Context: an optimization exercise on an open-source flow, tuned for small area. The choices shown serve that exercise and are no tape-out recipe.
Where RTL was checked, it was by simulation tests only, not by an equivalence proof against the original.
The RTL of run 4 was laid out without a check of its function.
Power figures rest on the tool's default switching activity, not on a simulated workload.

File: standard.sh
#!/bin/bash
# synth_recipe.tcl (not shown) runs the flow's synth.tcl, then flattens the netlist and writes it again
# the make line also repeats each setting of config.mk as NAME=value (left out here)
make -C /OpenROAD-flow-scripts/flow DESIGN_CONFIG=/design/flow/config.mk WORK_HOME=/design/flow/orfs CLKGATE_MAP_FILE= SYNTH_SCRIPT=/design/flow/synth_recipe.tcl "${@:-finish}"
File: config.mk
export PLATFORM = sky130hd
export DESIGN_NAME = LDST_SEQUENCER
export DESIGN_NICKNAME = LDST_SEQUENCER
export VERILOG_FILES = /design/flow/design.v
export SDC_FILE = /design/flow/constraint.sdc
export NUM_CORES = 4
export LEC_CHECK = 0
export CAP_MARGIN = 20
export CORE_MARGIN = 2
export CORE_UTILIZATION = 40
export SETUP_SLACK_MARGIN = 0.1
export SLEW_MARGIN = 20
File: design.v
module LDST_SEQUENCER (
    input           clock,
    input           clock_enable,
    input           reset,
    output  [15:0]  instruction_bus_address,
    input   [12:0]  instruction_bus_data,
    output  [7:0]   io_bus_address,
    output  [7:0]   io_bus_data_out,
    input   [7:0]   io_bus_data_in,
    output          io_bus_out,
    output          io_bus_in
);
    wire    [11:0]  ins = instruction_bus_data[11:0];
    wire    [7:0]   d   = ins[7:0];
    wire    transfer    = ~ins[11] & ~ins[10];
    wire    load        = transfer & ~ins[8];
    wire    store       = transfer &  ins[8];
    wire    ld_bus      = load & ~ins[9];
    wire    subroutine  = ~ins[11] & ins[10];
    wire    call        = subroutine & ~ins[8];
    wire    ret         = subroutine &  ins[8];
    wire    internal    = ~|d[7:2];
    wire    sel_a       = internal & (d[1:0] == 2'd0);
    wire    sel_b       = internal & (d[1:0] == 2'd1);
    wire    sel_f       = internal & (d[1:0] == 2'd2);
    wire    sel_alu     = internal & (d[1:0] == 2'd3);
    wire    ex_store    = clock_enable & store;
    wire    ex_load     = clock_enable & load;
    reg     [7:0]   work;
    reg     [7:0]   reg_a;
    reg     [7:0]   reg_b;
    reg     [7:0]   alu_op;
    reg             flag_o, flag_c, flag_z;
    reg     [15:0]  pc;
    wire    [7:0]   op2     = alu_op[3] ? {8{alu_op[1]}} : (reg_b ^ {8{alu_op[1]}});
    wire            cin     = alu_op[1] ? ~(alu_op[0] & ~flag_c) : (alu_op[0] & flag_c);
    wire    [7:0]   g       = reg_a & op2;
    wire    [7:0]   p       = reg_a ^ op2;
    wire    [8:0]   sum     = {1'b0, reg_a} + {1'b0, op2} + {8'd0, cin};
    reg     [7:0]   res_mux;
    reg             c_out;
    always @(*) begin
        c_out = flag_c;
        case (alu_op[7:5])
            3'b000: res_mux = g;
            3'b001: res_mux = g | p;
            3'b010: res_mux = p;
            3'b011: res_mux = 8'h00;
            3'b100: begin res_mux = sum[7:0]; c_out = sum[8]; end
            3'b101: begin res_mux = {reg_a[6:0], cin}; c_out = reg_a[7]; end
            default: begin res_mux = {cin | (alu_op[5] & reg_a[7]), reg_a[7:1]}; c_out = reg_a[0]; end
        endcase
    end
    wire    [7:0]   alu_res = res_mux ^ {8{alu_op[2]}};
    wire            is_add  = alu_op[7:5] == 3'b100;
    wire            o_out   = is_add ? (~(reg_a[7] ^ op2[7]) & (reg_a[7] ^ sum[7])) : flag_o;
    wire            z_out   = ~|alu_res;
    wire    [7:0]   int_data =  ({8{sel_a}} & reg_a)
                              | ({8{sel_b}} & reg_b)
                              | ({8{sel_f}} & {5'd0, flag_o, flag_c, flag_z})
                              | ({8{sel_alu}} & alu_res);
    wire    [7:0]   load_data = ins[9] ? d : (internal ? int_data : io_bus_data_in);
    always @(posedge clock, posedge reset) begin
        if (reset)
            work <= 8'h00;
        else if (ex_load)
            work <= load_data;
    end
    always @(posedge clock, posedge reset) begin
        if (reset) begin
            reg_a  <= 8'h00;
            reg_b  <= 8'h00;
            alu_op <= 8'h00;
        end else begin
            if (ex_store & sel_a)   reg_a  <= work;
            if (ex_store & sel_b)   reg_b  <= work;
            if (ex_store & sel_alu) alu_op <= work;
        end
    end
    always @(posedge clock, posedge reset) begin
        if (reset)
            {flag_o, flag_c, flag_z} <= 3'b000;
        else if (ex_store & sel_f)
            {flag_o, flag_c, flag_z} <= work[2:0];
        else if (ex_load & ~ins[9] & sel_alu)
            {flag_o, flag_c, flag_z} <= {o_out, c_out, z_out};
    end
    reg     [15:0]  st0, st1, st2, st3;
    reg     [3:0]   valid;
    wire            push    = clock_enable & call;
    wire            pop     = clock_enable & ret;
    wire    [15:0]  pc_inc  = pc + {15'd0, clock_enable};
    wire            hold    = ~push & ~pop;
    always @(posedge clock) begin
        st0 <= ({16{push}} & pc_inc) | ({16{pop}} & st1) | ({16{hold}} & st0);
        st1 <= ({16{push}} & st0)    | ({16{pop}} & st2) | ({16{hold}} & st1);
        st2 <= ({16{push}} & st1)    | ({16{pop}} & st3) | ({16{hold}} & st2);
        if (push)
            st3 <= st2;
    end
    always @(posedge clock, posedge reset) begin
        if (reset)
            valid <= 4'd0;
        else if (push)
            valid <= {valid[2:0], 1'b1};
        else if (pop)
            valid <= {1'b0, valid[3:1]};
    end
    wire    taken   = ins[11] & (~|ins[10:8] | |(ins[10:8] & {flag_o, flag_c, flag_z}));
    wire    [15:0]  ret_addr = valid[0] ? st0 : 16'h0000;
    always @(posedge clock, posedge reset) begin
        if (reset)
            pc <= 16'h0000;
        else if (clock_enable & ret)
            pc <= ret_addr;
        else if (clock_enable & (call | taken))
            pc <= {work, d};
        else
            pc <= pc_inc;
    end
    assign  instruction_bus_address = pc;
    assign  io_bus_address          = d;
    assign  io_bus_data_out         = work;
    assign  io_bus_out              = store;
    assign  io_bus_in               = ld_bus;
endmodule
File: flow/knobs.txt
BUFFER_PORTS_ARGS=-buffer_cell sky130_fd_sc_hd__buf_1
CTS_ARGS=-sink_clustering_enable -repair_clock_nets -dont_use_dummy_load -buf_list sky130_fd_sc_hd__clkbuf_4
File: constraint.sdc
create_clock -name core_clock -period 3.5 [get_ports {clock}]
set_input_delay 0.7000 -clock core_clock [delete_from_list [all_inputs] [get_ports {clock}]]
set_output_delay 0.7000 -clock core_clock [all_outputs]
set_load 0.01 [all_outputs]
File: flow/run.sh
#!/bin/bash
# Own layout flow: the standard ORFS flow, with an area-oriented synthesis
# (no full/half-adder extraction, an area-mapping ABC script), small port
# buffers and a clock tree without dummy loads. Each tool's output goes to a
# log of its own in this folder.
set -euo pipefail
W=$(pwd)
F=$W/flow

# Synthesis script: ORFS's synth.tcl with the ABC script swapped for ours.
sed -e "s|log_cmd abc {\*}\$abc_args|log_cmd abc -script $F/area.abc {*}[lrange \$abc_args 2 end]|" \
    "$FLOW_HOME/scripts/synth.tcl" > "$W/own_synth_body.tcl"
grep -q "area.abc" "$W/own_synth_body.tcl"
sed -e "s|\$::env(SCRIPTS_DIR)/synth.tcl|$W/own_synth_body.tcl|" synth_recipe.tcl > "$W/own_synth.tcl"
grep -q own_synth_body "$W/own_synth.tcl"

# standard.sh with our synthesis script and extra knobs.
# flow/knobs.txt: one extra make variable assignment per line.
EXTRA="ADDER_MAP_FILE="
while IFS= read -r line; do
  [[ -z "$line" || "$line" == \#* ]] && continue
  EXTRA="$EXTRA '$line'"
done < "$F/knobs.txt"
sed -e "s|SYNTH_SCRIPT=[^ ]*|SYNTH_SCRIPT=$W/own_synth.tcl $EXTRA|" standard.sh > "$W/own_standard.sh"
grep -q own_synth "$W/own_standard.sh"

bash "$W/own_standard.sh" finish > "$W/flow_make.log" 2>&1
File: flow/area.abc
strash
dch -f
amap
topo
stime -c
==> summary.txt, run 1 <==
- The flow ran to the end, but the layout failed its checks.
- The checks that failed were negative setup slack.
- Counting stages on the worst path, the most repeated cell is buf_4.
- The complex-gate fraction of the synthesized area is 30.3%.
- The classification of the worst-slack hold path is in2async.
- The part of the total power dissipated in the clock network is 19.2%.
- After layout, the worst setup slack is -0.00937 ns.
- In this run switching power makes up 32.7% of total power.
- TritonCTS built the clock tree.
- The tightest slew margin relative to the limit is between 50 and 60%.
- Registers are responsible for a little under three fifths of the overall power.
- Dividing total power by cell area gives a power density of 482 nW/um2.
- The number of hold buffers added after cts is 0.
- The count of endpoints failing hold in the final timing report is 0.
- The cell count after synthesis came out at approximately 650.
- The count of state elements after synthesis is 118.
- After detailed routing, the number of vias per cell comes to 5.79.
- The placed instances occupy a cell area of around 6400 um2.
- Counting flops with a built-in enable in the synthesized netlist gives 16.
- The first-pass GRT wire length is 27,200 um.
- Summed over all layers, the global routing overflow is 0.
- Entering global routing, the biggest net connects 55 pins.
- The routed layout has between 5,000 and 6,000 vias.
- The floorplan step defined a die boundary enclosing 14,900 um2.
- The mux contribution to synthesized area is 0%.
- Clock skew on the completed layout was measured at 0.0442 ns.
- The dominant register cell in the synthesized netlist is dfrtp_1.
- The final worst-path cycle share is 100%.
- The worst reg2reg path depth is 19.
- The synthesized area per cell is around 8.7 um2.
- 58 I/O pins were placed.
- The number of placement rows is 43.
- The count of nets after finishing is 797.
- The worst stage delay on the critical path is 0.44 ns.
- The element type at the critical path start is a flip-flop.
- For this run, the number of Yosys warnings is 1.
- The main combinational cell family by area after synthesis is compound AO/OA/AOI/OAI gates.
- The aggregate global-route resource usage is 23.5%.
- The initial utilization of the core area, before any placement, comes to between 40 and 50%.
- The number of fill cells is 1,389.
- The maximum frequency from static timing analysis is 285 MHz.
- The actual transition at the worst max-transition pin is just over 0.7 ns.
- The fraction of synthesized cell area in xor and xnor cells is less than 1%.
- The quantity of I/O buffers inserted on ports is 56.
- The category of the most critical setup path is reg2reg.
- The H-tree was split into 4 levels.
- Hold timing on the final database bottoms out at a slack of 0.376 ns.
- The highest net fanout along the worst path is 4.
- The first-pass iteration count of the detailed router is 8.
- Cell internal power was estimated by the tool at between 2 and 2.5 mW.
- Relative to the synthesized area, the layout overhead comes to 22.9%.
- The post-route standard cell area excluding fillers is 6870 um2.
- Walking the worst path, the cells encountered are nor2_2 -> a21oi_4 -> o22ai_2 -> nand2_1 -> buf_4 -> buf_4 -> o221ai_2 -> a31oi_2 -> buf_4 -> a221oi_2 -> a2111oi_2 -> a22oi_2 -> nand2_1 -> o21ai_2 -> o221ai_1 -> a21oi_1 -> nor2_1 -> a21oi_1 -> o22ai_1.
- From bottom edge to top edge, the die measures approximately 120 um.
- For this block, the routed nets add up to around 17,000 um of wire.
- The fraction of registers with async set or reset after synthesis is 45.8%.
- Summing the areas of all and, or, nand and nor instances in the mapped netlist gives 11.6% of the synthesized area.
- The ratio of cells with drive above 1 in the final layout is 17.3%.
- The share of total power dissipated in combinational logic is 25.7%.
- In the routed design, unresolved DRC markers number 0.
- The clock reaches the later pin of the worst-skew pair after 0.50 ns.
- The buffer levels on the longest clock path is 2.
- The routability-driven placement congestion ratio is around 0.84.
- Summing the areas of all fa, ha and maj instances in the mapped netlist gives 0% of the synthesized area.
- When the netlist entered floorplanning its net count stood at 669.
- The analysis attributes to cell leakage a power of 2.51 nW.
- Buffers inserted during clock tree synthesis total 17.
- The number of antenna violations at the first check in global routing is 1.
- The clock root buffer is clkbuf_4.
- The number of setup violations in the final report is 1.
- The core box area is 13,800 um2.
- The endpoint class of the critical path is a flip-flop.
- The number of max-slew violations in the final report was 0.
- The routed design could run at a clock period as short as 3.51 ns.
- Dividing the detail-routed wire length by the instance count gives 18.0 um.
- The total half-perimeter wirelength after legalization and detailed placement is 11,800 um.
- The data arrival time of the critical path is 3.84 ns.
- The clock transition at the registers of the reported paths is 0.12 ns.
- At the worst endpoint, the required time is roughly 3.8 ns.
- Summed over all nets, the switching power comes to 1.08 mW.
- The clock net in this run drives a total of 118 sinks.
- The slowest stage of the critical path is the dfrtp_1 cell.
- The remaining antenna violation count is 0.
- Max-cap violations in this run came to 0.
- The synthesized netlist occupies a cell area of ~5600 um2.
- Setup repair after global routing could not meet its margin everywhere.
- The sequential element share of the synthesized area is about 50%.
- The post-place setup slack is -0.313 ns.
- In this run, distinct cell masters in the synthesized netlist total 35.
- The via count of the first global-routing pass came to roughly 5,400.
- The die is 122 um wide.
- The initial detailed-routing violation count is 409.
- IR analysis of the VDD net gives a maximum drop of 342 uV.
==> critical path: cells and delay by family, from the launching register on <==
family	cells	cell delay, ns
buf+inv	3	0.45
flops	1	0.44
compound gates	12	2.02
simple gates	4	0.45
==> logic make-up after synthesis <==
group	after synthesis
flops	118
buf+inv	108
compound gates	258
simple gates	159
xor+xnor	2
==> cells in the final DEF (no fill, tap or decap), types with 17 or more instances in the layout <==
| cell | Yosys | routed |
|---|---|---|
| a22oi_1 | 30 | 26 |
| nand2_1 | 48 | 46 |
| o221ai_1 | 24 | 22 |
| nor2_1 | 81 | 73 |
| buf_1 | 0 | 56 |
| o21ai_0 | 57 | 46 |
| dfrtp_1 | 54 | 54 |
| a21oi_1 | 42 | 36 |
| clkinv_1 | 100 | 93 |
| dfxtp_1 | 48 | 48 |
| o22ai_1 | 58 | 51 |
| buf_4 | 8 | 59 |
| clkbuf_4 | 0 | 17 |
==> registers in the layout, indices dropped and copies added, names as in the netlist <==
signal  cells
pc         16
st0        16
st1        16
st2        16
st3        16
reg_a       8
reg_b       8
work        8
alu_op      7
valid       4
flag_c      1
flag_o      1
flag_z      1
==> metrics by stage <==
stage / TNS (ns) / total power [mW] / utilization, % / cells
after CTS: 0 / 3.31 / 48.8 / 947
after global routing: -0.844 / 3.52 / 49.9 / 952
after floorplan: 0 / 2.33 / - / 645
after global placement: -0.672 / 2.59 / 46.1 / 920
after detailed placement: -1.47 / 2.63 / 46.1 / 920
final: -0.00937 / 3.31 / 49.9 / 952
==> power by group through the flow <==
stage | Sequential [mW] | Combinational [mW] | Clock (mW)
CTS | 1.82 | 0.829 | 0.657
floorplan | 1.84 | 0.490 | 0
global route | 1.85 | 0.952 | 0.715
global placement | 1.84 | 0.756 | 0
detailed placement | 1.85 | 0.782 | 0
finish | 1.82 | 0.849 | 0.637
==> path summary, 6_finish.rpt <==
kind / endpoint / slack [ns] / startpoint
setup / recovery: work[7]$_DFFE_PP0P_ / -0.009 / alu_op[1]$_DFFE_PP0P_
hold / removal: pc[14]$_DFF_PP0_ / 0.38 / reset
setup reg to reg: work[7]$_DFFE_PP0P_ / -0.009 / alu_op[1]$_DFFE_PP0P_
hold reg to reg: pc[4]$_DFF_PP0_ / 0.45 / st0[4]$_DFF_P_
max in group asynchronous: pc[1]$_DFF_PP0_ / 2.63 / reset
min in group core_clock: pc[4]$_DFF_PP0_ / 0.45 / st0[4]$_DFF_P_
==> synth_stat cells (8+ instances only) <==
master      n  area, um2
nand2_1    48        180
nand3_1     8       40.0
o221ai_1   24        210
dfxtp_1    48        961
dfrtp_1    54       1350
nor3_1     10       50.1
o32ai_1     8       70.1
a22oi_1    30        225
o22ai_1    58        363
buf_4       8       60.1
edfxtp_1   16        480
nor2_1     81        304
o21ai_0    57        285
a21oi_1    42        210
clkinv_1  100        375
==> timing repair <==
| item | CTS | global route |
|---|---|---|
| resized for setup | 46 | 25 |
| pin swaps | 19 | 20 |
| setup buffers | 10 | 4 |
| setup endpoints to repair | 6 | 7 |
==> cell type report <==
type | instances | area, um2 | share of cell area (%)
Antenna cell | 1 | 2.50 | 0.0364
Inverter | 100 | 380 | 5.54
Timing Repair Buffer | 117 | 676 | 9.84
Multi-Input combinational cell | 419 | 2660 | 38.8
Clock buffer | 17 | 128 | 1.86
Sequential cell | 118 | 2790 | 40.7
Tap cell | 180 | 225 | 3.28
==> per-layer routing <==
metal	track usage [%]	vias to the layer above	share of wire (%)
li1	-	2635	-
met1	30.0	2678	43
met2	40.1	168	50
met3	4.21	28	4.6
met4	7.83	0	2.0
met5	0	-	0
==> run 2, diff against run 1 <==
--- a/config.mk
+++ b/config.mk
@@ -10,2 +10,3 @@
 export CORE_UTILIZATION = 40
+export GPL_TIMING_DRIVEN = 0
 export SETUP_SLACK_MARGIN = 0.1
==> run 2 against run 1 <==
  * The layout still fails its checks (negative setup slack)
  * Maximum frequency is 0.77% lower
  * Area after synthesis stayed put
  * Non-clock buffer count is 22 lower
  * Via count is 0.22% higher
  * Die area stayed put
  * Combinational power is 0.8% lower
  * Global-route usage is 0.62 points higher
  * Critical path type unchanged
  * Highest routed layer unchanged
==> summary.txt, run 2 <==
- The library cells used most frequently in the layout, excluding fill and tap cells, are clkinv_1 (91), nor2_1 (72), buf_1 (56).
- The total routed wirelength is 17,500 um (+2.3%).
- The post-layout worst setup margin is -0.0368 ns (-0.0274 ns).
- The number of design rule violations left after detail routing is 0 (unchanged).
- The multi-input gate area in the final layout is 2740 um2 (+2.9%).
- The count of boundary I/O pins is 58 (unchanged).
- The buffer levels on the longest clock path came to 2 (unchanged).
- The number of flops mapped to enable cells by yosys is 16 (unchanged).
- The post-placement cell area came to 6100 um2 (-4.0%).
- The clock sink count is 118 (unchanged).
- The startpoint of the most critical setup path is alu_op[1]$_DFFE_PP0P_.
- The maximum frequency from static timing analysis is 283 MHz (-0.77%).
- The synthesized instance count is 645 (unchanged).
- The count of nets after finishing came to 777 (-2.5%).
- The setup clock skew after layout is 0.0307 ns (-0.0135 ns).
- The die area is 14,900 um2 (unchanged).
- The number of buffers created by CTS is 17 (unchanged).
- The number of antenna violations at the first check in global routing came to 1 (unchanged).
- The ratio of cells with drive above 1 in the final layout was 16.5% (-0.74 points).
- The number of hold buffers added after cts was 0 (unchanged).
- The tightest slew margin relative to the limit was 29.4% (-24 points).
- The first-pass iteration count of the detailed router is 5 (-3).
- The H-tree level count is 4 (unchanged).
- The worst ir drop on vdd is 325 uV (-4.7%).
- The flow ran to the end, but the layout failed its checks.
- STA classifies the critical path startpoint as a flip-flop.
- The number of max-slew violations in the final report is 0 (unchanged).
- The latest clock arrival within the worst-skew pair is 0.53 ns (+0.03 ns).
- The aggregate global-route resource usage is 24.1% (+0.62 points).
- The final critical delay including setup and external delays is 3.54 ns (+0.0274 ns).
- Setup repair after global routing could not meet its margin everywhere.
- The total power per unit cell area is 484 nW/um2 (+0.33%).
- The final core area utilization is 49.7% (-0.17 points).
- The layout checks failed on negative setup slack.
- The actual transition at the worst max-transition pin is 1.05 ns (+0.348 ns).
- TritonCTS built the clock tree.
- The fraction of registers with async set or reset after synthesis is 45.8% (unchanged).
- The wire length on met2 is 8690 um (+1.0%).
- The routability-driven placement congestion ratio was 0.906 (+7.5%).
- The sum of routed wire segments on met1 is 7530 um (+2.0%).
- The post-layout total power is 3.31 mW (about the same).
- The top cell type's share of synthesized area is 24.2% (unchanged).
- The die height came to 122 um (unchanged).
- The top routing layer in use is met4.
- The mapped cell area was 5590 um2 (unchanged).
- The maximum number of pins on one net before global-route repair is 43 (-22%).
- The initial detailed-routing violation count is 454 (+11%).
- The total half-perimeter wirelength after legalization and detailed placement is 11,500 um (-2.6%).
- The classification of the worst-slack hold path is in2async.
- The clock transition at the registers of the reported paths came to 0.11 ns (about the same).
- The startpoint of the worst-slack reg-to-reg timing path is alu_op[1]$_DFFE_PP0P_.
- The synthesized net count is 669 (unchanged).
- The number of setup violations in the final report is 2 (+1).
- The count of state elements after synthesis was 118 (unchanged).
- The critical path is of the reg2reg type.
- The cell taking the most area after synthesis is dfrtp_1.
- The library cell used most frequently in the layout, excluding fill and tap cells, is clkinv_1.
- The final worst-path cycle share came to 101% (+0.78 points).
- The cell sitting at the root of the clock tree is a clkbuf_4.
- The unique cell type count in the Yosys netlist is 35 (unchanged).
- The quantity of I/O buffers inserted on ports is 56 (unchanged).
- The cell leakage power is 2.43 nW (-3.3%).
- The max-cap violation count is 0 (unchanged).
- The number of fill cells came to 1,370 (-1.4%).
- By area the synthesized netlist is led by dfrtp_1 (24%), dfxtp_1 (17%), edfxtp_1 (8.6%).
- The routed length per instance is 18.8 um (+4.5%).
- The commonest cells after synthesis are clkinv_1 (100), nor2_1 (81), o22ai_1 (58).
- The data arrival time of the critical path was 3.90 ns (+0.06 ns).
- The sequential cell area is 2790 um2 (about the same).
- The sequential element share of the synthesized area is 50.0% (unchanged).
- The area growth from synthesis to final layout is 22.5%.
- The via count normalized by instance count is 5.92 (+2.4%).
- The first-pass GRT wire length is 27,300 um (+0.33%).
- The horizontal die dimension is 122 um (unchanged).
- The post-route standard cell area excluding fillers is 6840 um2 (-0.35%).
- The core box area was 13,800 um2 (unchanged).
- The via count of the routed design came to 5,521 (+0.22%).
- The effective utilization at floorplan is 40.6% (unchanged).
- The remaining antenna violation count is 0 (unchanged).
- The setup TNS after final layout is -0.0493 ns (-0.0400 ns).
- The via count of the first global-routing pass came to 5,326 (-0.89%).
- The count of endpoints failing hold in the final timing report is 0 (unchanged).
- STA classifies the critical path endpoint as a flip-flop.
- In the synthesized netlist the dominant register cell turns out to be dfrtp_1.
- The most common cell in the synthesized netlist is clkinv_1.
- The number of placement rows is 43 (unchanged).
- The overall overflow remaining after global route is 0 (unchanged).
- The required arrival time at the worst endpoint is 3.87 ns (+0.04 ns).
- The synthesized area per cell came to 8.66 um2 (unchanged).
- The hold slack is 0.0989 ns (-0.278 ns).
- The count of yosys warnings during synthesis is 1 (unchanged).
- The highest net fanout along the worst path is 7 (+3).
- The detailed route wirelength on metal3 came to 961 um (+22%).
[run 2: changes by cell type in the layout (fill, tap and decap cells not counted), sizes merged]
| cell | previous run | this run |
|---|---|---|
| inv | 3 | 2 |
| clkinvlp | 0 | 1 |
| buf | 117 | 95 |
| nor2 | 81 | 83 |
[run 2: cell type report]
type / instances / share of cell area [%]
Sequential cell: 118 / 40.8
Antenna cell: 1 / 0.0366
Buffer: 8 / 0.878
Clock buffer: 17 / 1.86
Tap cell: 180 / 3.29
Multi-Input combinational cell: 421 / 40.1
Timing Repair Buffer: 87 / 7.31
Inverter: 100 / 5.74
[run 2: worst max-delay path, stage by stage, from the launching register on]
cell       delay (ns)
dfrtp_2          0.45
buf_6            0.13
a21oi_4          0.15
buf_12           0.15
o22ai_4          0.08
o21ai_2          0.20
nor2_4           0.06
a21oi_4          0.14
buf_6            0.13
o221ai_4         0.12
a31oi_4          0.28
inv_2            0.07
a221oi_2         0.26
a2111oi_1        0.08
a22oi_1          0.27
nand2_1          0.08
o21ai_1          0.12
o221ai_1         0.15
a21oi_1          0.15
nor2_1           0.05
a21oi_1          0.16
o22ai_1          0.09
[run 2: cell families after synthesis]
logic type	synth area share, %
and+or+nand+nor	11.6
xor gates and xnor gates	0.314
AOI/OAI and AO/OA	30.3
DFF	50.0
buffers and inverters	7.79
[run 2: metal layers]
| layer | track usage (%) | vias to the layer above |
|---|---|---|
| li1 | - | 2601 |
| met1 | 30.6 | 2708 |
| met2 | 39.6 | 187 |
| met3 | 5.81 | 25 |
| met4 | 9.55 | 0 |
| met5 | 0 | - |
[run 2: final timing paths]
kind	endpoint	slack, ns	cells after the start
min in group core_clock	st3[10]$_DFFE_PP_	0.44	0
max in group asynchronous	alu_op[1]$_DFFE_PP0P_	2.84	3
worst min-delay path	pc[14]$_DFF_PP0_	0.1	2
worst max register to register	work[7]$_DFFE_PP0P_	-0.04	21
worst min register to register	st3[10]$_DFFE_PP_	0.44	0
worst max-delay path	work[7]$_DFFE_PP0P_	-0.04	21
[run 2: stage by stage]
step	instances	setup slack, ns
6_report	932	-0.0368
5_1_grt	932	-0.272
4_1_cts	916	-0.0307
3_5_place_dp	883	-1.58
3_3_place_gp	881	-2.02
2_1_floorplan	645	0.110
[run 2: timing repair]
action	4_1_cts	5_1_grt
endpoints found under the setup margin	91	48
gates cloned	2	0
setup buffers	14	15
pin swaps	34	16
resized for setup	58	34
[run 2: report_power, final]
part	switching, mW	leakage, nW	internal [mW]
combinational	0.500	1.20	0.342
sequential	0.172	1.15	1.65
clock	0.429	0.0782	0.222
==> run 3, diff against run 2 <==
==> run.sh (new file) <==
#!/bin/bash
# synth_recipe.tcl (not shown) runs the flow's synth.tcl, then flattens the netlist and writes it again
# the make line also repeats each setting of config.mk as NAME=value (left out here)
make -C /OpenROAD-flow-scripts/flow DESIGN_CONFIG=/design/flow/config.mk WORK_HOME=/design/flow/orfs CLKGATE_MAP_FILE= SYNTH_SCRIPT=/design/flow/synth_recipe.tcl finish
--- a/config.mk
+++ b/config.mk
@@ -10,4 +10,2 @@
 export CORE_UTILIZATION = 40
-export GPL_TIMING_DRIVEN = 0
-export SETUP_SLACK_MARGIN = 0.1
 export SLEW_MARGIN = 20
removed: flow/run.sh
removed: flow/area.abc
removed: flow/knobs.txt
removed: standard.sh
==> run 3 against run 2 <==
  * The run now finishes clean
  * Total power up 34%
  * Clock power grew to 2.6 times the previous value
  * Hold slack gained 0.36 ns
  * First-iteration DRC count shrank 20%
  * Maximum frequency grew 9.0%
  * Count of clock-buffer cells in the layout rose by 3
  * Sequential share of layout area is 6.0 points lower
  * Clock skew shrank 0.021 ns
  * Critical path depth fell by 11
  * Cell count increased by 6.9%
  * Critical path type unchanged
  * Largest cell class is now multi-input combinational cells
==> summary.txt, run 3 <==
- The total half-perimeter wirelength after legalization and detailed placement is 12,700 um (+11%).
- The setup clock skew after layout is 0.00946 ns (-0.0213 ns).
- The synthesized instance count is 720 (+12%).
- The buffer levels on the longest clock path is 2 (unchanged).
- The net switching power is 1.29 mW (+17%).
- The top cell type's share of synthesized area is 20.2% (-4.0 points).
- The highest net fanout along the worst path is 4 (-3).
- The number of design rule violations left after detail routing is 0 (unchanged).
- The ratio of cells with drive above 1 in the final layout is 11.2% (-5.3 points).
- By area, the combinational part of the netlist is dominated by simple AND/OR/NAND/NOR gates.
- The via count of the first global-routing pass is 5,143 (-3.4%).
- The actual transition at the worst max-transition pin is 0.944 ns (-0.110 ns).
- The final critical delay including setup and external delays is 3.24 ns (-0.293 ns).
- The overall overflow remaining after global route is 0 (unchanged).
- The clock tree from TritonCTS is built.
- The H-tree level count was 4 (unchanged).
- Ranked by instance count, the synthesized netlist is headed by o21ai_0 (94), nand2_1 (80), mux2i_1 (64).
- The maximum frequency from static timing analysis is 308 MHz (+9.0%).
- The total routed wirelength was 17,800 um (+1.9%).
- The number of flops mapped to enable cells by yosys was 16 (unchanged).
- The synthesized net count is 764 (+14%).
- The number of antenna violations at the first check in global routing is 0 (-1).
- The clock root buffer is clkbuf_16.
- The post-cts repair resize count is 0 (-100%).
- The unique cell type count in the Yosys netlist is 61 (+74%).
- The count of yosys warnings during synthesis came to 1 (unchanged).
- The post-placement cell area is 7430 um2 (+22%).
- The sequential element share of the synthesized area is 41.8% (-8.2 points).
- The worst hold path belongs to the class reg2reg.
- The die height is 133 um (+9.0%).
- The number of inserted diodes is 0 (-1).
- The synthesized area per cell is 9.28 um2 (+7.1%).
- The number of buffers created by CTS is 17 (unchanged).
- STA classifies the critical path endpoint as a flip-flop.
- The element type at the critical path start is a flip-flop.
- The die area is 17,800 um2 (+19%).
- The setup TNS after final layout came to 0 ns (+0.0493 ns).
- The via count of the routed design is 5,422 (-1.8%).
- The mapped cell area is 6680 um2 (+20%).
- The required arrival time at the worst endpoint is 3.79 ns (-0.08 ns).
- The first-pass GRT wire length is 28,500 um (+4.4%).
- Along the worst hold path, the cell count comes to 0.
- The mux contribution to synthesized area is 14.3% (+14 points).
- The internal power component is 3.14 mW (+42%).
- The fraction of power consumed by sequential logic came to 43.2% (-12 points).
- The fraction of power consumed by combinational cells was 18.4% (-7.0 points).
- The post-route standard cell area excluding fillers is 8010 um2 (+17%).
- The routability-driven placement congestion ratio is 0.913 (+0.77%).
- The library cells used most frequently in the layout, excluding fill and tap cells, are o21ai_0 (94), nand2_1 (79), mux2i_1 (64).
- The fraction of registers with async set or reset after synthesis is 45.8% (unchanged).
- The cell leakage power came to 3.24 nW (+33%).
- The clock transition at the registers of the reported paths is 0.05 ns (-0.06 ns).
- The core box area was 16,500 um2 (+20%).
- The maximum number of pins on one net before global-route repair is 87 (+100%).
- The part of the total power dissipated in the clock network is 38.4% (+19 points).
- The routed length per instance is 17.9 um (-4.6%).
- The flow ran to the end and the layout has no timing, DRC or antenna violations.
- The number of hold buffers added after cts came to 0 (unchanged).
- The switching portion of total power is 29.1% (-4.2 points).
- The fraction of synthesized cell area in xor and xnor cells was 4.20% (+3.9 points).
- The remaining antenna violation count came to 0 (unchanged).
- The first-pass iteration count of the detailed router is 4 (-1).
- The number of placement rows is 47 (+9.3%).
- The cell taking the most area after synthesis is dfrtp_1.
- The tightest slew margin relative to the limit is 37.0% (+7.6 points).
- The worst ir drop on vdd is 343 uV (+5.4%).
- The hold slack is 0.463 ns (+0.364 ns).
- The number of setup violations in the final report was 0 (-2).
- The via count normalized by instance count was 5.44 (-8.1%).
- The max-cap violation count is 0 (unchanged).
- The aggregate global-route resource usage is 20.7% (-3.5 points).
- The simple-gate share of the synthesized area was 15.3% (+3.7 points).
- The count of state elements after synthesis is 118 (unchanged).
- Setup repair after global routing left no endpoint under its margin.
- By instance count, the leading cell after synthesis is o21ai_0.
- The effective utilization at floorplan is 40.6% (about the same).
- The count of nets after finishing is 807 (+3.9%).
- Leaving out fill and tap cells, the most frequent cell in the layout is o21ai_0.
- The count of endpoints failing hold in the final timing report is 0 (unchanged).
- The clock sink count came to 118 (unchanged).
- The data arrival time of the critical path came to 3.54 ns (-0.36 ns).
- The quantity of I/O buffers inserted on ports was 56 (unchanged).
- The latest clock arrival within the worst-skew pair was 0.42 ns (-0.11 ns).
- By area the synthesized netlist is led by dfrtp_1 (20%), dfxtp_1 (14%), mux2i_1 (9.6%).
- The complex-gate fraction of the synthesized area is 15.1% (-15 points).
- The final worst-path cycle share is 92.7% (-8.4 points).
- The adder-cell share of the synthesized area is 3.97% (+4.0 points).
- The number of max-slew violations in the final report is 0 (unchanged).
- Compared with the post-synthesis result, the final layout area differs by 19.9%.
- The category of the most critical setup path is reg2reg.
- The initial detailed-routing violation count came to 361 (-20%).
- The number of setup buffers added after CTS came to 0 (-14).
- The count of boundary I/O pins is 58 (unchanged).
- The worst reg2reg path depth came to 10 (-52%).
- The horizontal die dimension came to 133 um (+9.0%).
- Among all flip-flop cells after synthesis, the most frequent one is dfrtp_1.
- The total power per unit cell area came to 553 nW/um2 (+14%).
-- run 3: power by group through the flow --
stage / Sequential, mW / Clock (mW) / Combinational [mW]
after CTS: 1.91 / 1.73 / 0.819
after detailed placement: 1.94 / 0 / 0.813
after floorplan: 1.87 / 0 / 0.474
final: 1.91 / 1.70 / 0.814
after global routing: 1.95 / 1.80 / 0.904
after global placement: 1.93 / 0 / 0.787
-- run 3: path summary, 6_finish.rpt --
check / from / endpoint / slack [ns]
min: st2[0]$_DFF_P_ / st3[0]$_DFFE_PP_ / 0.46
max reg2reg: alu_op[3]$_DFFE_PP0P_ / work[1]$_DFFE_PP0P_ / 0.26
min in group asynchronous: reset / alu_op[0]$_DFFE_PP0P_ / 0.80
max in group asynchronous: reset / alu_op[7]$_DFFE_PP0P_ / 2.20
min reg2reg: st2[0]$_DFF_P_ / st3[0]$_DFFE_PP_ / 0.46
max: alu_op[3]$_DFFE_PP0P_ / work[1]$_DFFE_PP0P_ / 0.26
-- run 3: metrics by stage --
step / std cells / util (%) / setup slack [ns] / total power, mW
2_1_floorplan: 720 / - / 0.479 / 2.35
3_3_place_gp: 964 / 45.1 / 0.328 / 2.72
3_5_place_dp: 964 / 45.1 / 0.265 / 2.75
4_1_cts: 996 / 48.7 / 0.246 / 4.47
5_1_grt: 996 / 48.7 / 0.0412 / 4.66
6_report: 996 / 48.7 / 0.257 / 4.43
-- run 3: metal layers --
| metal | global-route usage, % | part of all wire, % |
|---|---|---|
| met5 | 0 | 0 |
| met4 | 6.03 | 1.4 |
| met3 | 4.34 | 4.6 |
| met2 | 30.5 | 44 |
| met1 | 30.5 | 51 |
-- run 3: final cells by class --
cell class	instances	area, um2
fillers	1559	8450
multi-input cells	525	3540
flip-flops and latches	118	2790
repair buffers	77	726
clock buffers	20	457
well taps	220	275
clock inverters	12	129
inverters	24	90.1
-- run 3: logic make-up (layout without fill, tap and decap cells) --
kind of cell,after synthesis,count (layout)
flops,118,118
simple gates,214,214
mux,87,87
fa+ha+maj,20,20
buf+inv,77,133
xor+xnor,32,32
compound gates,172,172
-- run 3: worst max-delay path, cell delays in order, from the launching register on --
cell	delay, ns
dfrtp_1	0.41
nand2b_1	0.17
xnor2_1	0.18
fa_1	0.46
fa_1	0.45
mux4_2	0.48
o21ai_2	0.20
xnor2_1	0.10
mux4_2	0.49
nor2_1	0.12
o21ai_1	0.08
==> run 4, diff against run 3 <==
--- a/design.v
+++ b/design.v
@@ -38,20 +38,23 @@
     wire    [7:0]   p       = reg_a ^ op2;
-    wire    [8:0]   sum     = {1'b0, reg_a} + {1'b0, op2} + {8'd0, cin};
-    reg     [7:0]   res_mux;
-    reg             c_out;
-    always @(*) begin
-        c_out = flag_c;
-        case (alu_op[7:5])
-            3'b000: res_mux = g;
-            3'b001: res_mux = g | p;
-            3'b010: res_mux = p;
-            3'b011: res_mux = 8'h00;
-            3'b100: begin res_mux = sum[7:0]; c_out = sum[8]; end
-            3'b101: begin res_mux = {reg_a[6:0], cin}; c_out = reg_a[7]; end
-            default: begin res_mux = {cin | (alu_op[5] & reg_a[7]), reg_a[7:1]}; c_out = reg_a[0]; end
-        endcase
-    end
-    wire    [7:0]   alu_res = res_mux ^ {8{alu_op[2]}};
-    wire            is_add  = alu_op[7:5] == 3'b100;
-    wire            o_out   = is_add ? (~(reg_a[7] ^ op2[7]) & (reg_a[7] ^ sum[7])) : flag_o;
+    wire    [8:0]   c;
+    assign  c[0] = cin;
+    genvar  i;
+    generate
+        for (i = 0; i < 8; i = i + 1) begin : carry_chain
+            assign c[i+1] = g[i] | (p[i] & c[i]);
+        end
+    endgenerate
+    wire    [2:0]   fn      = alu_op[7:5];
+    wire            sel_p   = (fn == 3'b001) | (fn == 3'b010) | (fn == 3'b100);
+    wire            sel_g   = (fn == 3'b000) | (fn == 3'b001);
+    wire            is_add  = (fn == 3'b100);
+    wire            is_shl  = (fn == 3'b101);
+    wire            is_shr  = fn[2] & fn[1];
+    wire    [7:0]   logic_res = ({8{sel_p}} & p) ^ (({8{sel_g}} & g) | ({8{is_add}} & c[7:0]));
+    wire    [7:0]   shl_res   = {reg_a[6:0], cin};
+    wire    [7:0]   shr_res   = {cin | (alu_op[5] & reg_a[7]), reg_a[7:1]};
+    wire    [7:0]   res_mux   = is_shl ? shl_res : (is_shr ? shr_res : logic_res);
+    wire    [7:0]   alu_res   = res_mux ^ {8{alu_op[2]}};
+    wire            c_out   = is_add ? c[8] : (is_shl ? reg_a[7] : (is_shr ? reg_a[0] : flag_c));
+    wire            o_out   = is_add ? (~(reg_a[7] ^ op2[7]) & (reg_a[7] ^ logic_res[7])) : flag_o;
     wire            z_out   = ~|alu_res;
==> flow/run.sh (new file) <==
#!/bin/bash
# Own layout flow: the standard ORFS flow, with an area-oriented synthesis
# (no full/half-adder extraction, an area-mapping ABC script), small port
# buffers and a clock tree without dummy loads. Each tool's output goes to a
# log of its own in this folder.
set -euo pipefail
W=$(pwd)
F=$W/flow

# Synthesis script: ORFS's synth.tcl with the ABC script swapped for ours.
sed -e "s|log_cmd abc {\*}\$abc_args|log_cmd abc -script $F/area.abc {*}[lrange \$abc_args 2 end]|" \
    "$FLOW_HOME/scripts/synth.tcl" > "$W/own_synth_body.tcl"
grep -q "area.abc" "$W/own_synth_body.tcl"
sed -e "s|\$::env(SCRIPTS_DIR)/synth.tcl|$W/own_synth_body.tcl|" synth_recipe.tcl > "$W/own_synth.tcl"
grep -q own_synth_body "$W/own_synth.tcl"

# standard.sh with our synthesis script and extra knobs.
# flow/knobs.txt: one extra make variable assignment per line.
EXTRA="ADDER_MAP_FILE="
while IFS= read -r line; do
  [[ -z "$line" || "$line" == \#* ]] && continue
  EXTRA="$EXTRA '$line'"
done < "$F/knobs.txt"
sed -e "s|SYNTH_SCRIPT=[^ ]*|SYNTH_SCRIPT=$W/own_synth.tcl $EXTRA|" standard.sh > "$W/own_standard.sh"
grep -q own_synth "$W/own_standard.sh"

bash "$W/own_standard.sh" finish > "$W/flow_make.log" 2>&1
==> flow/area.abc (new file) <==
strash
dch -f
amap
topo
stime -c
==> flow/knobs.txt (new file) <==
BUFFER_PORTS_ARGS=-buffer_cell sky130_fd_sc_hd__buf_1
CTS_ARGS=-sink_clustering_enable -repair_clock_nets -dont_use_dummy_load -buf_list sky130_fd_sc_hd__clkbuf_4
==> standard.sh (new file) <==
#!/bin/bash
# synth_recipe.tcl (not shown) runs the flow's synth.tcl, then flattens the netlist and writes it again
# the make line also repeats each setting of config.mk as NAME=value (left out here)
make -C /OpenROAD-flow-scripts/flow DESIGN_CONFIG=/design/flow/config.mk WORK_HOME=/design/flow/orfs CLKGATE_MAP_FILE= SYNTH_SCRIPT=/design/flow/synth_recipe.tcl "${@:-finish}"
--- a/config.mk
+++ b/config.mk
@@ -10,2 +10,3 @@
 export CORE_UTILIZATION = 40
+export SETUP_SLACK_MARGIN = 0.2
 export SLEW_MARGIN = 20
removed: run.sh
==> run 4 against run 3 <==
  * Sequential share of layout area increased by 8.3 points
  * Non-clock buffer count grew 24
  * Now fails the layout checks on negative setup slack
  * Largest cell class is now sequential cells
  * Synthesized cell count decreased by 12%
  * Count of clock-buffer cells in the layout fell by 3
  * First-iteration DRC count grew 34%
  * Via count fell by 2.6%
  * Flip-flop and latch count did not move
  * Global-route usage increased by 2.8 points
  * Clock power decreased by 62%
  * Sequential power is 7% lower
  * Critical endpoint is now flag_c$_DFFE_PP0P_
  * Routed wire length is 7.2% lower
==> summary.txt, run 4 <==
- The flow ran to the end, but the layout failed its checks.
- The checks that failed: negative setup slack.
- The most common cell in the synthesized netlist is clkinv_1.
- The number of antenna violations at the first check in global routing is 0 (unchanged).
- The met3 routing resource usage after global routing is 5.73% (+1.4 points).
- Of all cell types, the one taking the most synthesized area is dfrtp_1.
- The commonest cells after synthesis are clkinv_1 (97), nor2_1 (82), nand2_1 (65).
- The worst stage delay on the critical path is 0.43 ns (-0.06 ns).
- The highest net fanout along the worst path is 3 (-1).
- The quantity of I/O buffers inserted on ports is 56 (unchanged).
- The count of nets after finishing is 772 (-4.3%).
- The tightest slew margin relative to the limit was 26.3% (-11 points).
- The cell repeated most along the worst path is buf_4.
- The number of setup violations in the final report is 2 (+2).
- Walking the worst path, the cells encountered are clkinv_2 -> a22oi_2 -> o22ai_2 -> nand2_1 -> a21o_1 -> a21o_1 -> a21o_1 -> a21o_1 -> a21o_1 -> a21o_1 -> a21oi_2 -> buf_4 -> buf_4 -> buf_4 -> buf_4 -> buf_4 -> buf_4 -> buf_4 -> nor2_1 -> o311ai_1 -> o211ai_1 -> o21ai_0.
- Leaving out fill and tap cells, the most frequent cells in the layout are clkinv_1 (91), nor2_1 (78), nand2_1 (60).
- The number of buffers created by CTS was 17 (unchanged).
- The fraction of met2 tracks used by global routing is 36.0% (+5.5 points).
- The overall overflow remaining after global route is 0 (unchanged).
- The min-delay analysis places its worst path in the category in2async.
- In this run the worst setup path begins at alu_op[1]$_DFFE_PP0P_.
- Setup repair after global routing could not meet its margin everywhere.
- The final worst-path cycle share was 102% (+9.5 points).
- The synthesized area per cell was 8.60 um2 (-7.4%).
- The first-pass GRT wire length came to 26,300 um (-7.9%).
- The library cell used most frequently in the layout, excluding fill and tap cells, is clkinv_1.
- The worst setup path is captured at a flip-flop.
- The unique cell type count in the Yosys netlist is 34 (-44%).
- The effective utilization at floorplan is 41.1% (+0.55 points).
- The critical path depth is 22 (+12).
- The met1 track utilization from global routing was 31.7% (+1.2 points).
- The placed instance count is 891 (-7.6%).
- The worst reg2reg path depth is 22 (+12).
- The clock tree from TritonCTS is built.
- The number of flops mapped to enable cells by yosys is 16 (unchanged).
- The routability-driven placement congestion ratio is 0.899 (-1.5%).
- The maximum frequency from static timing analysis is 280 MHz (-9.3%).
- The number of inserted diodes is 0 (unchanged).
- The number of design rule violations left after detail routing is 0 (unchanged).
- The non-filler instance count after layout is 922 (-7.4%).
- The largest individual stage delay along the critical path comes from the cell dfrtp_1.
- The latest clock arrival within the worst-skew pair is 0.50 ns (+0.08 ns).
- The via count normalized by instance count was 5.73 (+5.2%).
- The ratio of cells with drive above 1 in the final layout is 12.9% (+1.7 points).
- The setup clock skew after layout came to 0.0195 ns (+0.0100 ns).
- Yosys attributes the largest share of cell area to dfrtp_1 (25%), dfxtp_1 (18%), edfxtp_1 (8.8%).
- The final critical delay including setup and external delays is 3.58 ns (+0.334 ns).
- The max-cap violation count is 0 (unchanged).
- The register-to-register setup slack was -0.08 ns (-0.33 ns).
- The worst register-to-register path begins at alu_op[1]$_DFFE_PP0P_.
- The core box area is 13,300 um2 (-19%).
- The worst setup path is of the reg2reg kind.
- The mapped cell area was 5470 um2 (-18%).
- The die area is 14,600 um2 (-18%).
- The synthesized instance count is 636 (-12%).
- The element type at the critical path start is a flip-flop.
- The top cell type's share of synthesized area is 24.7% (+4.5 points).
- The via count of the first global-routing pass came to 4,975 (-3.3%).
- The maximum number of pins on one net before global-route repair is 46 (-47%).
- The total power per unit cell area is 478 nW/um2 (-13%).
- The number of max-slew violations in the final report is 0 (unchanged).
- The clock transition at the registers of the reported paths came to 0.09 ns (+0.04 ns).
- The initial detailed-routing violation count is 483 (+34%).
- The total half-perimeter wirelength after legalization and detailed placement is 11,400 um (-9.8%).
- The buffer levels on the longest clock path is 2 (unchanged).
- The number of buffer and inverter stages on the critical path is 8 (+8).
- The actual transition at the worst max-transition pin is 1.10 ns (+0.154 ns).
- The data arrival time of the critical path is 3.98 ns (+0.44 ns).
- The remaining antenna violation count is 0 (unchanged).
- The aggregate global-route resource usage is 23.5% (+2.8 points).
- The synthesized net count was 660 (-14%).
- The first-pass iteration count of the detailed router is 5 (+1).
- The total routed wirelength is 16,600 um (-7.2%).
- The cell leakage power is 2.42 nW (-25%).
- The routed length per instance came to 18.0 um (+0.23%).
- The count of endpoints failing hold in the final timing report was 0 (unchanged).
- The required arrival time at the worst endpoint came to 3.91 ns (+0.12 ns).
- The worst register-to-register path ends at flag_c$_DFFE_PP0P_.
- The via count of the routed design is 5,279 (-2.6%).
- The count of boundary I/O pins is 58 (unchanged).
- The post-layout worst setup margin is -0.0776 ns (-0.334 ns).
- The sequential element share of the synthesized area was 51.1% (+9.3 points).
- The number of placement rows is 42 (-11%).
- The count of yosys warnings during synthesis is 1 (unchanged).
- The setup TNS after final layout is -0.0891 ns (-0.0891 ns).
- The worst ir drop on vdd is 274 uV (-20%).
- The horizontal die dimension is 121 um (-9.3%).
- The die height was 121 um (-9.3%).
- The most used flip-flop cell after synthesis is dfrtp_1.
- The clock sink count is 118 (unchanged).
- The busiest layer in global routing is met2.
- The count of state elements after synthesis is 118 (unchanged).
- The fraction of registers with async set or reset after synthesis was 45.8% (unchanged).
- The number of hold buffers added after cts is 0 (unchanged).
- On the critical path the largest part of the delay comes from compound AO/OA/AOI/OAI gates.
- The clock root buffer is clkbuf_4.
- The H-tree level count is 4 (unchanged).
- The area growth from synthesis to final layout is 18.4%.
## run 4: cell count changes after synthesis, sizes merged, moves of 22 or more
cell and change:
a21oi +22, mux2i -64, clkbuf -31, o21ai -45, nor2 +41, o22ai +57, o221ai +27, nand3 -24
xnor2 -26, inv -23, clkinv +96
## run 4: worst max path at each step
stage                               to  slack (ns)
finish              flag_c$_DFFE_PP0P_       -0.08
global route        flag_c$_DFFE_PP0P_       -0.30
CTS                 flag_z$_DFFE_PP0P_       -0.02
detailed placement  flag_z$_DFFE_PP0P_       -0.14
global placement    flag_z$_DFFE_PP0P_       -0.09
floorplan           flag_z$_DFFE_PP0P_        0.20
## run 4: final cells by class
| class | count | area, um2 |
|---|---|---|
| fill | 1256 | 6820 |
| sequential | 118 | 2790 |
| inverter | 97 | 368 |
| multi-input combinational | 413 | 2410 |
| tap | 176 | 220 |
| clock buffer | 17 | 128 |
| timing repair buffer | 101 | 552 |
## run 4: through the flow
stage               power (mW)  area (um2)  hold slack, ns  util [%]  setup WS, ns
finish                    3.10        6470           0.190      48.7       -0.0776
global route              3.28        6470           0.183      48.7        -0.302
CTS                       3.10        6350           0.141      47.8       -0.0185
detailed placement        2.44        6100           0.444      45.8        -0.144
global placement          2.41        6100           0.442      45.8       -0.0928
floorplan                 2.20        5490           0.430         -         0.203
## run 4: power by group
group          leakage (nW)  total [mW]  internal (mW)  switching (mW)
combinational          1.21       0.660          0.261           0.399
sequential             1.14        1.78           1.62           0.162
clock                0.0782       0.652          0.222           0.430
total                  2.42        3.10           2.10           0.991
## run 4: logic make-up (layout without fill, tap and decap cells)
group	Yosys count	count (layout)	synth area share, %
buf+inv	105	215	7.76
xor+xnor	1	1	0.160
simple gates	171	171	12.6
compound gates	241	241	28.4
flops	118	118	51.1
## run 4: per-layer routing
metal | share of wire [%] | vias up | wire (um)
met5 | 0 | - | 0
li1 | - | 2550 | -
met2 | 47 | 189 | 7710
met4 | 2.5 | 0 | 415
met3 | 6.9 | 30 | 1140
met1 | 44 | 2510 | 7290
## run 4: timing repair
action,4_1_cts,5_1_grt
pin swaps,17,10
endpoints found under the setup margin,4,17
cloned,0,0
setup buffers,12,2
resized for setup,13,23
==> run 5, diff against run 4 <==
--- a/design.v
+++ b/design.v
@@ -42,4 +42,7 @@
     generate
-        for (i = 0; i < 8; i = i + 1) begin : carry_chain
-            assign c[i+1] = g[i] | (p[i] & c[i]);
+        for (i = 0; i < 8; i = i + 2) begin : carry_chain
+            wire    gg = g[i+1] | (p[i+1] & g[i]);
+            wire    pp = p[i+1] & p[i];
+            assign  c[i+1] = g[i] | (p[i] & c[i]);
+            assign  c[i+2] = gg | (pp & c[i]);
         end
@@ -52,9 +55,12 @@
     wire            is_shr  = fn[2] & fn[1];
-    wire    [7:0]   logic_res = ({8{sel_p}} & p) ^ (({8{sel_g}} & g) | ({8{is_add}} & c[7:0]));
+    wire    [7:0]   inv     = {8{alu_op[2]}};
+    wire    [7:0]   pre_res   = ({8{sel_p}} & p) ^ inv;
+    wire    [7:0]   k         = ({8{sel_g}} & g) | ({8{is_add}} & c[7:0]);
     wire    [7:0]   shl_res   = {reg_a[6:0], cin};
     wire    [7:0]   shr_res   = {cin | (alu_op[5] & reg_a[7]), reg_a[7:1]};
-    wire    [7:0]   res_mux   = is_shl ? shl_res : (is_shr ? shr_res : logic_res);
-    wire    [7:0]   alu_res   = res_mux ^ {8{alu_op[2]}};
+    wire    [7:0]   sh_res    = (is_shl ? shl_res : shr_res) ^ inv;
+    wire            is_sh     = is_shl | is_shr;
+    wire    [7:0]   alu_res   = is_sh ? sh_res : (pre_res ^ k);
     wire            c_out   = is_add ? c[8] : (is_shl ? reg_a[7] : (is_shr ? reg_a[0] : flag_c));
-    wire            o_out   = is_add ? (~(reg_a[7] ^ op2[7]) & (reg_a[7] ^ logic_res[7])) : flag_o;
+    wire            o_out   = is_add ? (~(reg_a[7] ^ op2[7]) & (reg_a[7] ^ p[7] ^ c[7])) : flag_o;
     wire            z_out   = ~|alu_res;
@@ -62,5 +68,5 @@
                               | ({8{sel_b}} & reg_b)
-                              | ({8{sel_f}} & {5'd0, flag_o, flag_c, flag_z})
-                              | ({8{sel_alu}} & alu_res);
+                              | ({8{sel_f}} & {5'd0, flag_o, flag_c, flag_z});
     wire    [7:0]   load_data = ins[9] ? d : (internal ? int_data : io_bus_data_in);
+    wire            ld_alu    = ex_load & ~ins[9] & sel_alu;
     always @(posedge clock, posedge reset) begin
@@ -68,2 +74,4 @@
             work <= 8'h00;
+        else if (ld_alu)
+            work <= alu_res;
         else if (ex_load)
@@ -87,3 +95,3 @@
             {flag_o, flag_c, flag_z} <= work[2:0];
-        else if (ex_load & ~ins[9] & sel_alu)
+        else if (ld_alu)
             {flag_o, flag_c, flag_z} <= {o_out, c_out, z_out};
--- a/config.mk
+++ b/config.mk
@@ -10,3 +10,3 @@
 export CORE_UTILIZATION = 40
-export SETUP_SLACK_MARGIN = 0.2
+export SETUP_SLACK_MARGIN = 0.1
 export SLEW_MARGIN = 20
==> run 5 against run 4 <==
  * Now clean on timing, DRC and antenna
  * Non-clock buffer count increased by 6
  * Area after synthesis increased by 2.7%
  * Combinational power increased by 2%
  * Global-route usage decreased by 0.20 points
  * Maximum frequency increased by 5.7%
  * Core utilization about the same
  * Largest power group unchanged
==> summary.txt, run 5 <==
- The synthesized area per cell is 8.50 um2 (-1.2%).
- The data arrival time of the critical path is 3.81 ns (-0.17 ns).
- The maximum frequency from static timing analysis is 295 MHz (+5.7%).
- The total routed wirelength is 16,900 um (+1.9%).
- The most common cell in the netlist is clkinv_1.
- The final worst-path cycle share was 96.7% (-5.5 points).
- The sequential element share of the synthesized area is 49.7% (-1.4 points).
- The number of buffers created by CTS came to 17 (unchanged).
- The mux contribution to synthesized area is 0% (unchanged).
- Tracing the worst setup path back leads to its startpoint at alu_op[1]$_DFFE_PP0P_.
- The clock sink count is 118 (unchanged).
- The total power per unit cell area is 465 nW/um2 (-2.8%).
- By area the synthesized netlist is led by dfrtp_1 (24%), dfxtp_1 (17%), edfxtp_1 (8.6%).
- The number of flops mapped to enable cells by yosys is 16 (unchanged).
- The synthesized net count is 685 (+3.8%).
- The number of design rule violations left after detail routing is 0 (unchanged).
- The placed instance count is 932 (+4.6%).
- The number of max-slew violations in the final report was 0 (unchanged).
- The non-filler instance count after layout was 958 (+3.9%).
- The fraction of registers with async set or reset after synthesis is 45.8% (unchanged).
- The ratio of cells with drive above 1 in the final layout is 13.6% (+0.77 points).
- The worst ir drop on vdd is 277 uV (+1.3%).
- The routed length per instance is 17.6 um (-1.9%).
- The via count of the first global-routing pass is 5,214 (+4.8%).
- The core box area is 13,800 um2 (+3.6%).
- The unique cell type count in the Yosys netlist came to 36 (+5.9%).
- The count of boundary I/O pins is 58 (unchanged).
- The clock transition at the registers of the reported paths is 0.09 ns (about the same).
- The tightest slew margin relative to the limit is 43.9% (+18 points).
- The die area was 15,000 um2 (+2.6%).
- The number of antenna violations at the first check in global routing came to 1 (+1).
- The run finished with no timing, DRC or antenna violations.
- The count of yosys warnings during synthesis came to 1 (unchanged).
- The buffer levels on the longest clock path is 2 (unchanged).
- The count of state elements after synthesis is 118 (unchanged).
- The biggest area contributor in the post-synthesis netlist is dfrtp_1.
- The classification of the worst-slack hold path is in2async.
- The simple-gate share of the synthesized area is 12.5% (-0.066 points).
- The quantity of I/O buffers inserted on ports is 56 (unchanged).
- The max-cap violation count is 0 (unchanged).
- The synthesized instance count is 661 (+3.9%).
- The via count of the routed design was 5,501 (+4.2%).
- The worst setup path is captured at a flip-flop.
- The number of placement rows is 43 (+2.4%).
- The count of nets after finishing is 803 (+4.0%).
- The mapped cell area is 5620 um2 (+2.7%).
- The effective utilization at floorplan is 40.8% (-0.35 points).
- By startpoint and endpoint, the worst setup path is classified as reg2reg.
- The fraction of synthesized cell area in xor and xnor cells is 0.624% (+0.46 points).
- The H-tree level count is 4 (unchanged).
- The initial detailed-routing violation count is 438 (-9.3%).
- The horizontal die dimension came to 122 um (+1.3%).
- Leaving out fill and tap cells, the most frequent cells in the layout are clkinv_1 (99), nor2_1 (74), o21ai_0 (60).
- The post-layout total power is 3.11 mW (+0.60%).
- Sorting the synthesized cells by how often they occur yields clkinv_1 (107), nor2_1 (78), o21ai_0 (69).
- The latest clock arrival within the worst-skew pair is 0.51 ns (about the same).
- The setup TNS after final layout came to 0 ns (+0.0891 ns).
- The number of setup violations in the final report came to 0 (-2).
- The required arrival time at the worst endpoint is 3.92 ns (about the same).
- Leaving out fill and tap cells, the most frequent cell in the layout is clkinv_1.
- The die height came to 122 um (+1.3%).
- The adder-cell share of the synthesized area is 0% (unchanged).
- The count of endpoints failing hold in the final timing report is 0 (unchanged).
- The main combinational cell family by area after synthesis is compound AO/OA/AOI/OAI gates.
- The dominant register cell in the synthesized netlist is dfrtp_1.
- The worst setup path is launched from a flip-flop.
- The clock root buffer is clkbuf_4.
- The aggregate global-route resource usage came to 23.3% (-0.20 points).
- The hold slack is 0.232 ns (+0.0419 ns).
- The first-pass GRT wire length came to 26,600 um (+1.4%).
- The cell leakage power is 2.46 nW (+1.8%).
- Setup repair after global routing could not meet its margin everywhere.
- In this run the critical register-to-register path is launched from alu_op[1]$_DFFE_PP0P_.
- The routability-driven placement congestion ratio was 1.01 (+12%).
- The overall overflow remaining after global route came to 0 (unchanged).
- The remaining antenna violation count came to 0 (unchanged).
- The final critical delay including setup and external delays came to 3.38 ns (-0.193 ns).
- The actual transition at the worst max-transition pin is 0.821 ns (-0.277 ns).
- The total half-perimeter wirelength after legalization and detailed placement came to 12,000 um (+5.1%).
- The setup clock skew after layout is 0.0304 ns (+0.0109 ns).
- The highest net fanout along the worst path is 4 (+1).
- The clock tree from TritonCTS is built.
- The area growth from synthesis to final layout is 19.3%.
- The top cell type's share of synthesized area is 24.1% (-0.66 points).
- The via count normalized by instance count was 5.74 (+0.29%).
- The first-pass iteration count of the detailed router is 5 (unchanged).
- The maximum number of pins on one net before global-route repair is 46 (unchanged).
- The complex-gate fraction of the synthesized area is 28.9% (+0.49 points).
[run 5: cell count changes in the layout (fill, tap and decap cells not counted), moves of 6 or more]
cell / previous run / this run
a21o_1: 7 / 1
buf_4: 44 / 50
clkinv_1: 91 / 99
nand2_1: 60 / 53
o21ai_0: 47 / 60
o221ai_1: 27 / 16
[run 5: layout make-up]
class / count / area (um2)
diodes: 1 / 2.50
clock buffers: 17 / 128
fillers: 1369 / 7070
inverters: 107 / 415
multi-input cells: 428 / 2540
flip-flops and latches: 118 / 2790
well taps: 180 / 225
repair buffers: 107 / 597
[run 5: worst max-delay path, stage by stage (launching register included)]
cell and delay [ns]:
dfrtp_1 0.41, buf_4 0.15, a22oi_2 0.21, buf_6 0.16
buf_4 0.13, o22ai_1 0.10, nand2_1 0.12, o21ai_1 0.11
o21ai_0 0.20, nor2_1 0.10, a21oi_2 0.15, nand2_1 0.08
o21ai_2 0.08, buf_4 0.13, nor2_1 0.04, a21oi_2 0.13
o22ai_2 0.13, or4_4 0.51, nor4_4 0.25, a221o_1 0.13
[run 5: metrics by stage]
step	worst slack, ns	area, um2	utilization [%]
after floorplan	0.131	5670	-
after global placement	-0.0403	6370	46.2
after detailed placement	-0.0692	6370	46.2
after CTS	0.112	6600	47.9
after global routing	-0.0853	6700	48.6
final	0.116	6700	48.6
[run 5: worst paths after layout]
| check | to | slack (ns) | depth (start not counted) |
|---|---|---|---|
| worst min register to register | st3[11]$_DFFE_PP_ | 0.47 | 0 |
| worst max register to register | flag_z$_DFFE_PP0P_ | 0.12 | 19 |
| worst max-delay path | flag_z$_DFFE_PP0P_ | 0.12 | 19 |
| worst min-delay path | reg_a[1]$_DFFE_PP0P_ | 0.23 | 2 |
| max in group asynchronous | pc[12]$_DFF_PP0_ | 2.61 | 3 |
| min in group core_clock | st3[11]$_DFFE_PP_ | 0.47 | 0 |
[run 5: layer usage]
layer,GRT usage (%),vias to the layer above,wire length [um]
met2,38.9,250,8200
met1,29.7,2579,7070
met4,8.76,0,311
met5,0,-,0
li1,-,2645,-
met3,4.69,27,1290
[run 5: what timing repair did]
action	CTS	global route
hold buffers	0	0
setup buffers	4	4
gates resized for setup	22	21
pin swaps	14	13
endpoints found under the setup margin	1	6
[run 5: logic make-up (layout without fill, tap and decap cells)]
group	Yosys count	in the layout
DFF	118	118
other	0	1
xor gates and xnor gates	4	4
buffers and inverters	115	231
and+or+nand+nor	170	170
AOI/OAI and AO/OA	254	254
[run 5: power breakdown]
part | leakage [nW] | switching [mW] | internal, mW | total [mW]
sequential | 1.13 | 0.170 | 1.62 | 1.79
combinational | 1.26 | 0.398 | 0.277 | 0.676
clock | 0.0782 | 0.425 | 0.222 | 0.646
total | 2.46 | 0.993 | 2.12 | 3.11
==> run 6, diff against run 5 <==
==> flow/area.abc (replaced) <==
strash
dch -f
map -a
amap
topo
stime -c
--- a/config.mk
+++ b/config.mk
@@ -10,2 +10,3 @@
 export CORE_UTILIZATION = 40
+export GPL_TIMING_DRIVEN = 0
 export SETUP_SLACK_MARGIN = 0.1
==> run 6 against run 5 <==
  * Non-clock buffer count fell by 28
  * Die area fell by 0.29%
  * Cell count fell by 7.6%
  * Flip-flop and latch count did not move
  * Still clean
==> summary.txt, run 6 <==
- The synthesized area per cell is 9.09 um2 (+7.0%).
- The dominant register cell in the synthesized netlist is dfrtp_1.
- The maximum number of pins on one net before global-route repair is 54 (+17%).
- Leaving out fill and tap cells, the most frequent cells in the layout are clkinv_1 (129), nor2_1 (61), a222oi_1 (56), buf_1 (56), dfrtp_1 (53).
- The H-tree level count came to 4 (unchanged).
- In this run the worst setup path terminates at flag_z$_DFFE_PP0P_.
- The synthesized instance count was 616 (-6.8%).
- The number of setup violations in the final report is 0 (unchanged).
- The first-pass GRT wire length came to 25,300 um (-5.1%).
- The number of max-slew violations in the final report is 0 (unchanged).
- The worst reg2reg path depth came to 15 (-4).
- The post-route standard cell area excluding fillers is 6590 um2 (-1.6%).
- The most common cell in the netlist is clkinv_1.
- The library cell used most frequently in the layout, excluding fill and tap cells, is clkinv_1.
- The quantity of I/O buffers inserted on ports is 56 (unchanged).
- The data arrival time of the critical path is 3.82 ns (about the same).
- The signal on the critical path passes through buf_1 -> or4_1 -> nor3_4 -> nand3_1 -> nor3_4 -> clkinv_1 -> nor3_2 -> or4b_4 -> nor4_4 -> a31o_1.
- The remaining antenna violation count is 0 (unchanged).
- The adder-cell share of the synthesized area is 0% (unchanged).
- The top cell type's share of synthesized area came to 24.1% (+0.070 points).
- The worst stage delay on the critical path is 0.60 ns (+0.09 ns).
- The routability-driven placement congestion ratio was 0.848 (-16%).
- The count of nets after finishing came to 731 (-9.0%).
- The number of buffers created by CTS is 17 (unchanged).
- The horizontal die dimension was 122 um (-0.14%).
- The initial detailed-routing violation count came to 560 (+28%).
- STA classifies the critical path startpoint as an input port.
- The core box area is 13,800 um2 (unchanged).
- The highest net fanout along the worst path was 5 (+1).
- The startpoint of the worst-slack reg-to-reg timing path is alu_op[1]$_DFFE_PP0P_.
- Clock tree synthesis selected as its root buffer the cell clkbuf_4.
- The routed length per instance is 18.4 um (+4.4%).
- The number of flops mapped to enable cells by yosys is 16 (unchanged).
- The endpoint class of the critical path is a flip-flop.
- The overall overflow remaining after global route came to 0 (unchanged).
- The total routed wirelength is 16,300 um (-3.6%).
- Counting instances in the post-synthesis netlist gives the leading cell types as clkinv_1 (135), nor2_1 (69), a222oi_1 (56).
- The final worst-path cycle share is 97.0% (+0.30 points).
- The sequential element share of the synthesized area came to 49.9% (+0.14 points).
- The count of endpoints failing hold in the final timing report is 0 (unchanged).
- The run finished with no timing, DRC or antenna violations.
- The complex-gate fraction of the synthesized area is 30.3% (+1.4 points).
- The count of yosys warnings during synthesis is 1 (unchanged).
- The via count of the first global-routing pass is 4,947 (-5.1%).
- The setup clock skew after layout came to 0.0311 ns (+0.000696 ns).
- The clock sink count came to 118 (unchanged).
- The non-filler instance count after layout is 885 (-7.6%).
- TritonCTS built the clock tree.
- The number of fill cells is 1,350 (-1.4%).
- The clock transition at the registers of the reported paths is 0.11 ns (+0.02 ns).
- The latest clock arrival within the worst-skew pair was 0.51 ns (about the same).
- After synthesis, the cell types taking the most area are dfrtp_1 (24%), dfxtp_1 (17%), a222oi_1 (10%).
- The critical path depth is 10 (-9).
- The maximum frequency from static timing analysis was 295 MHz (-0.31%).
- The fraction of registers with async set or reset after synthesis came to 45.8% (unchanged).
- The actual transition at the worst max-transition pin came to 0.750 ns (-0.0702 ns).
- The first-pass iteration count of the detailed router is 6 (+1).
- The die height is 122 um (-0.14%).
- The mapped cell area is 5600 um2 (-0.29%).
- The number of antenna violations at the first check in global routing came to 0 (-1).
- The buffer levels on the longest clock path was 2 (unchanged).
- The count of state elements after synthesis came to 118 (unchanged).
- The number of placement rows is 43 (unchanged).
- In this run the worst hold path is classified as in2async.
- The fraction of synthesized cell area in xor and xnor cells came to 0% (-0.62 points).
- The die area was 15,000 um2 (-0.29%).
- The number of hold buffers added after cts is 0 (unchanged).
- The slowest cell on the critical path is or4_1.
- The end of the worst register-to-register path is flag_z$_DFFE_PP0P_.
- The total half-perimeter wirelength after legalization and detailed placement is 11,300 um (-6.2%).
- The max-cap violation count came to 0 (unchanged).
-- run 6: layout make-up --
class                      instances  area share [%]
sequential                       118            42.4
multi-input combinational        356            37.4
inverter                         135            8.03
timing repair buffer              71            5.88
tap                              180            3.42
clock buffer                      17            1.94
buffer                             8           0.911
-- run 6: layer usage --
| metal | vias up | global-route usage [%] | part of all wire, % |
|---|---|---|---|
| met1 | 2545 | 28.6 | 44 |
| met2 | 192 | 35.7 | 48 |
| met4 | 0 | 6.75 | 1.2 |
| met5 | - | 0 | 0 |
| met3 | 15 | 4.83 | 6.8 |
| li1 | 2524 | - | - |
-- run 6: cells by family after synthesis --
kind of cell,Yosys count
compound gates,228
simple gates,127
flops,118
buf+inv,143
-- run 6: worst min path at each step --
stage	cells after the start	slack (ns)	from	end
floorplan	0	0.43	st2[0]$_DFF_P_	st3[0]$_DFFE_PP_
global placement	0	0.44	st2[9]$_DFF_P_	st3[9]$_DFFE_PP_
detailed placement	0	0.45	st2[10]$_DFF_P_	st3[10]$_DFFE_PP_
CTS	2	0.12	reset	pc[13]$_DFF_PP0_
global route	2	0.13	reset	pc[13]$_DFF_PP0_
finish	2	0.13	reset	pc[13]$_DFF_PP0_
-- run 6: power by group --
| part | switching (mW) | total, mW | internal (mW) |
|---|---|---|---|
| Clock | 0.414 | 0.636 | 0.222 |
| Combinational | 0.361 | 0.640 | 0.278 |
| Sequential | 0.204 | 1.82 | 1.62 |
-- run 6: through the flow --
step	util, %	hold slack, ns	setup slack, ns	power [mW]	setup TNS [ns]
CTS	46.4	0.116	0.0447	3.11	0
global route	47.9	0.127	-0.0541	3.30	-0.0541
finish	47.9	0.132	0.105	3.10	0
floorplan	-	0.429	0.142	2.24	0
detailed placement	44.8	0.446	-1.03	2.47	-29.16
global placement	44.1	0.440	-1.12	2.43	-49.34
-- run 6: what timing repair did --
item / in CTS / in global routing
hold endpoints to repair: 0 / 0
pin swaps: 5 / 15
gates resized for setup: 19 / 34
setup buffers: 4 / 7
setup endpoints to repair: 42 / 39
gates cloned: 0 / 1

## re-timing with driven ports
In the flow no input, the clock included, has a driving cell. The finished layouts below were timed again as built, in two steps.
Step 1: set_driving_cell puts a clkbuf_16 on clock and a buf_2 on each other input, an assumption about the parent block.
Step 2 also shifts input and output timing later by t, the mid clock arrival at the registers, as if the neighbouring blocks saw the same clock.
a / b / c = no drivers / after step 1 / after step 2; a / b = the first two.
run	shift t [ns]	setup slack, ns
run 1	0.516	-0.009 / -0.009 / -0.009
run 2	0.545	-0.037 / -0.037 / -0.312
run 3	0.456	0.257 / 0.257 / 0.257
run 4	0.525	-0.078 / -0.078 / -0.078
run 5	0.535	0.116 / 0.116 / 0.014
run 6	0.522	0.105 / 0.116 / -0.406
Met with ideal ports but missed after step 2: setup timing in run 6.
